This design comes from an exercise in tuning for small area, a short achievable clock period and few clock cycles per item on the open sky130 flow, not from production work.
Function was checked by simulation only, so behaviour that the tests miss may differ from the original.

==> module xtea_add, before the edit <==
module xtea_add(input [31:0] x, y, input inv, output [31:0] r);
wire [31:0] yi = y ^ {32{inv}};
wire [31:0] h = x ^ yi;
wire [30:0] g = x[30:0] & yi[30:0];
wire [30:0] gc = {g[30:1], g[0] | (h[0] & inv)};
wire [30:0] G;
xtea_pfx_bk_p0 PF (.g(gc), .p(h[30:0]), .G(G));
assign r[0] = h[0] ^ inv;
assign r[1] = h[1] ^ G[0];
assign r[2] = ~(h[2] ^ G[1]);
assign r[3] = ~(h[3] ^ G[2]);
assign r[4] = h[4] ^ G[3];
assign r[5] = ~(h[5] ^ G[4]);
assign r[6] = h[6] ^ G[5];
assign r[7] = ~(h[7] ^ G[6]);
assign r[8] = ~(h[8] ^ G[7]);
assign r[9] = ~(h[9] ^ G[8]);
assign r[10] = h[10] ^ G[9];
assign r[11] = ~(h[11] ^ G[10]);
assign r[12] = ~(h[12] ^ G[11]);
assign r[13] = ~(h[13] ^ G[12]);
assign r[14] = h[14] ^ G[13];
assign r[15] = ~(h[15] ^ G[14]);
assign r[16] = h[16] ^ G[15];
assign r[17] = ~(h[17] ^ G[16]);
assign r[18] = h[18] ^ G[17];
assign r[19] = ~(h[19] ^ G[18]);
assign r[20] = ~(h[20] ^ G[19]);
assign r[21] = ~(h[21] ^ G[20]);
assign r[22] = h[22] ^ G[21];
assign r[23] = ~(h[23] ^ G[22]);
assign r[24] = h[24] ^ G[23];
assign r[25] = ~(h[25] ^ G[24]);
assign r[26] = h[26] ^ G[25];
assign r[27] = ~(h[27] ^ G[26]);
assign r[28] = ~(h[28] ^ G[27]);
assign r[29] = ~(h[29] ^ G[28]);
assign r[30] = h[30] ^ G[29];
assign r[31] = ~(h[31] ^ G[30]);
endmodule
==> module xtea_sadd, before the edit <==
module xtea_sadd(input [31:0] x, output [31:0] r);
wire [31:0] y = 32'h9E3779B9;
wire [31:0] h = x ^ y;
wire [30:0] g = x[30:0] & y[30:0];
wire [30:0] G;
xtea_pfx_bk_p0 PF (.g(g), .p(h[30:0]), .G(G));
assign r[0] = h[0];
assign r[1] = h[1] ^ G[0];
assign r[2] = ~(h[2] ^ G[1]);
assign r[3] = ~(h[3] ^ G[2]);
assign r[4] = h[4] ^ G[3];
assign r[5] = ~(h[5] ^ G[4]);
assign r[6] = h[6] ^ G[5];
assign r[7] = ~(h[7] ^ G[6]);
assign r[8] = ~(h[8] ^ G[7]);
assign r[9] = ~(h[9] ^ G[8]);
assign r[10] = h[10] ^ G[9];
assign r[11] = ~(h[11] ^ G[10]);
assign r[12] = ~(h[12] ^ G[11]);
assign r[13] = ~(h[13] ^ G[12]);
assign r[14] = h[14] ^ G[13];
assign r[15] = ~(h[15] ^ G[14]);
assign r[16] = h[16] ^ G[15];
assign r[17] = ~(h[17] ^ G[16]);
assign r[18] = h[18] ^ G[17];
assign r[19] = ~(h[19] ^ G[18]);
assign r[20] = ~(h[20] ^ G[19]);
assign r[21] = ~(h[21] ^ G[20]);
assign r[22] = h[22] ^ G[21];
assign r[23] = ~(h[23] ^ G[22]);
assign r[24] = h[24] ^ G[23];
assign r[25] = ~(h[25] ^ G[24]);
assign r[26] = h[26] ^ G[25];
assign r[27] = ~(h[27] ^ G[26]);
assign r[28] = ~(h[28] ^ G[27]);
assign r[29] = ~(h[29] ^ G[28]);
assign r[30] = h[30] ^ G[29];
assign r[31] = ~(h[31] ^ G[30]);
endmodule
==> module xtea_top, before the edit <==
module xtea_top(
    input clock, reset, cfg, start,
    input[127:0] data_i, key,
    output busy, ready,
    output[127:0] data_o
);
localparam [31:0] DELTA = 32'h9E3779B9;
reg        busy_r, ready_r;
reg        dec;
reg        go;       
reg        gf0a, gf0b, gf1a, gf1b;
reg [6:0]  cnt;
reg [31:0] a0, b0, a1, b1;
reg [127:0] k;
reg [31:0] s;        
reg [31:0] skr;      
reg [3:0]  ksel;     
always @(posedge clock, posedge reset)
begin
    if(reset) begin
        busy_r  <= 1'b0;
        ready_r <= 1'b0;
        go      <= 1'b0;
        gf0a    <= 1'b0;
        gf0b    <= 1'b0;
        gf1a    <= 1'b0;
        gf1b    <= 1'b0;
    end
    else begin
        busy_r  <= busy_r ? !ready_r : start;
        ready_r <= busy_r && !ready_r && (cnt == 7'd64);
        go      <= busy_r ? !ready_r && !(!dec && cnt == 7'd63) : start && cfg;
        gf0a    <= busy_r ? !ready_r && !(!dec && cnt == 7'd63) && !cnt[6] : start && cfg;
        gf0b    <= busy_r ? !ready_r && !(!dec && cnt == 7'd63) && cnt != 7'd64 : start && cfg;
        gf1a    <= busy_r ? !(!dec && cnt == 7'd63) && !cnt[6] : start && cfg;
        gf1b    <= busy_r ? !(!dec && cnt == 7'd63) && cnt[6:1] != 6'd32 : start && cfg;
    end
end
assign busy  = busy_r;
assign ready = ready_r;
wire cin = dec & go;
wire [31:0] kx = (k[ 31: 0] & {32{ksel[0]}}) | (k[ 63:32] & {32{ksel[1]}}) |
                 (k[ 95:64] & {32{ksel[2]}}) | (k[127:96] & {32{ksel[3]}});
wire [31:0] sk_next;
xtea_add SKA (.x(s), .y(kx), .inv(dec), .r(sk_next));
wire        s_upd = cnt[0] ^ dec;
wire [31:0] s_add;
xtea_sadd SDA (.x(s), .r(s_add));
wire [31:0] s_nx = s_upd ? s_add : s;
wire [1:0]  idx_next = (cnt[0] ? s_nx[12:11] : s_nx[1:0]) ^ {2{dec}};
wire [31:0] n0, n1;
xtea_step STEP0 (.a(a0), .b(b0), .k(skr), .d(data_i[ 63:32]), .go(go), .gfa(gf0a), .gfb(gf0b), .cin(cin), .busy(busy_r), .n(n0));
xtea_step STEP1 (.a(a1), .b(b1), .k(skr), .d(data_i[127:96]), .go(go), .gfa(gf1a), .gfb(gf1b), .cin(cin), .busy(busy_r), .n(n1));
always @(posedge clock)
begin
    b0 <= n0;
    b1 <= n1;
    if(!busy_r) begin
        a0   <= data_i[ 31: 0];
        a1   <= data_i[ 95:64];
        k    <= key;
        dec  <= !cfg;
        cnt  <= 7'd0;
        s    <= cfg ? DELTA : 32'h3910C8DF;
        skr  <= key[31:0];
        ksel <= cfg ? 4'b1000 : 4'b0100;
    end
    else begin
        a0   <= b0;
        a1   <= b1;
        cnt  <= cnt + 7'd1;
        skr  <= sk_next;
        s    <= s_nx;
        ksel <= 4'b0001 << idx_next;
    end
end
assign data_o = {a1, b1, a0, b0};
endmodule
clock: 10.0 ns
lec_check: 0
cap_margin: 20
core_margin: 2
core_utilization: 60
cts_cluster_diameter: 100
cts_cluster_size: 30
slew_margin: 20
synth_hierarchical: 1
standard.sh (not shown) runs the stock make flow with config.mk's settings and CLKGATE_MAP_FILE= SYNTH_SCRIPT=/design/flow/synth_recipe.tcl, a recipe that flattens the netlist after the stock synthesis.
==> flow/flow/run.sh <==
#!/bin/bash
# Standard layout, except that the port buffers are the smallest buffer and
# timing repair aims well below the clock period.
set -euo pipefail
export BUFFER_PORTS_ARGS="-buffer_cell sky130_fd_sc_hd__buf_1"
bash standard.sh SETUP_SLACK_MARGIN=6.3 finish > standard.log 2>&1
Testbench counts at the start, summed over its fixed seeds: cycles 21,440, ops 320.
Next try:
--- a/flow/design.v
+++ b/flow/design.v
@@ -186,17 +186,16 @@
 xtea_pfx_bk_p1 PS (.g(g2n), .p(p2n), .G(C));
 xtea_q   Q   (.pn(p2n), .p31(p31), .d(d), .busy(busy), .q(q));
 xtea_sum SUM (.q(q), .C(C), .cin(cin), .n(n));
 endmodule
 module xtea_add(input [31:0] x, y, input inv, output [31:0] r);
-wire [31:0] yi = y ^ {32{inv}};
-wire [31:0] h = x ^ yi;
-wire [30:0] g = x[30:0] & yi[30:0];
-wire [30:0] gc = {g[30:1], g[0] | (h[0] & inv)};
+wire [31:0] h = x ^ y ^ {32{inv}};
+wire [30:0] g = x[30:0] & y[30:0];
+wire [30:0] p = x[30:0] ^ y[30:0];
 wire [30:0] G;
-xtea_pfx_bk_p0 PF (.g(gc), .p(h[30:0]), .G(G));
-assign r[0] = h[0] ^ inv;
+xtea_pfx_bk_p0 PF (.g(g), .p(p), .G(G));
+assign r[0] = h[0];
 assign r[1] = h[1] ^ G[0];
 assign r[2] = ~(h[2] ^ G[1]);
 assign r[3] = ~(h[3] ^ G[2]);
 assign r[4] = h[4] ^ G[3];
 assign r[5] = ~(h[5] ^ G[4]);
@@ -225,16 +224,17 @@
 assign r[28] = ~(h[28] ^ G[27]);
 assign r[29] = ~(h[29] ^ G[28]);
 assign r[30] = h[30] ^ G[29];
 assign r[31] = ~(h[31] ^ G[30]);
 endmodule
-module xtea_sadd(input [31:0] x, output [31:0] r);
-wire [31:0] y = 32'h9E3779B9;
+module xtea_sadd(input [31:0] x, input dec, output [31:0] r);
+wire [31:0] y = dec ? 32'h61C88647 : 32'h9E3779B9;
 wire [31:0] h = x ^ y;
 wire [30:0] g = x[30:0] & y[30:0];
+wire [30:0] p = x[30:0] ^ y[30:0];
 wire [30:0] G;
-xtea_pfx_bk_p0 PF (.g(g), .p(h[30:0]), .G(G));
+xtea_pfx_bk_p0 PF (.g(g), .p(p), .G(G));
 assign r[0] = h[0];
 assign r[1] = h[1] ^ G[0];
 assign r[2] = ~(h[2] ^ G[1]);
 assign r[3] = ~(h[3] ^ G[2]);
 assign r[4] = h[4] ^ G[3];
@@ -311,13 +311,13 @@
                  (k[ 95:64] & {32{ksel[2]}}) | (k[127:96] & {32{ksel[3]}});
 wire [31:0] sk_next;
 xtea_add SKA (.x(s), .y(kx), .inv(dec), .r(sk_next));
 wire        s_upd = cnt[0] ^ dec;
 wire [31:0] s_add;
-xtea_sadd SDA (.x(s), .r(s_add));
+xtea_sadd SDA (.x(s), .dec(dec), .r(s_add));
 wire [31:0] s_nx = s_upd ? s_add : s;
-wire [1:0]  idx_next = (cnt[0] ? s_nx[12:11] : s_nx[1:0]) ^ {2{dec}};
+wire [1:0]  idx_next = cnt[0] ? s_nx[12:11] : s_nx[1:0];
 wire [31:0] n0, n1;
 xtea_step STEP0 (.a(a0), .b(b0), .k(skr), .d(data_i[ 63:32]), .go(go), .gfa(gf0a), .gfb(gf0b), .cin(cin), .busy(busy_r), .n(n0));
 xtea_step STEP1 (.a(a1), .b(b1), .k(skr), .d(data_i[127:96]), .go(go), .gfa(gf1a), .gfb(gf1b), .cin(cin), .busy(busy_r), .n(n1));
 always @(posedge clock)
 begin
@@ -327,11 +327,11 @@
         a0   <= data_i[ 31: 0];
         a1   <= data_i[ 95:64];
         k    <= key;
         dec  <= !cfg;
         cnt  <= 7'd0;
-        s    <= cfg ? DELTA : 32'h3910C8DF;
+        s    <= cfg ? DELTA : 32'hC6EF3720;
         skr  <= key[31:0];
         ksel <= cfg ? 4'b1000 : 4'b0100;
     end
     else begin
         a0   <= b0;
After rerunning: The changed run went through all stages and came out clean; core utilization goes up by 0.49 points; first-iteration DRC count goes down by 11%; cell count goes up by 0.34%; synthesized cell count goes up by 0.45%; worst setup slack gains 55 ps; wire length goes up by 1.5%; count of clock-buffer cells in the layout goes down by 3.
Testbench counts after the change, summed over its fixed seeds: cycles 21,440, ops 320.

==> re-timing with driven ports <==
The results above use ideal ports. As a check the final layouts listed here were re-extracted and re-timed, cells and wires unchanged.
Step 1 (the two cells are an assumption about what drives the block):
set clk [get_ports {clock}]
set_driving_cell -lib_cell sky130_fd_sc_hd__clkbuf_16 $clk
set_driving_cell -lib_cell sky130_fd_sc_hd__buf_2 [delete_from_list [all_inputs] $clk]
Step 2 adds t to the input delays and takes it off the output delays; t is the mean of the earliest and latest rising clock arrival at the registers after step 1. Input paths then give back, and output paths get back, about the clock's delay inside the block.
Three values: ideal, step 1, step 2; two values: the first two.
run	shift t [ns]	slack for setup (ns)	worst data-port slew with drivers (ns)	pins driven straight from the clock port
the first run	0.589	6.360 / 6.360 / 6.360	0.08	1
the second run	0.592	6.415 / 6.398 / 6.415	0.08	1
After both steps setup and hold are still met in every run listed.
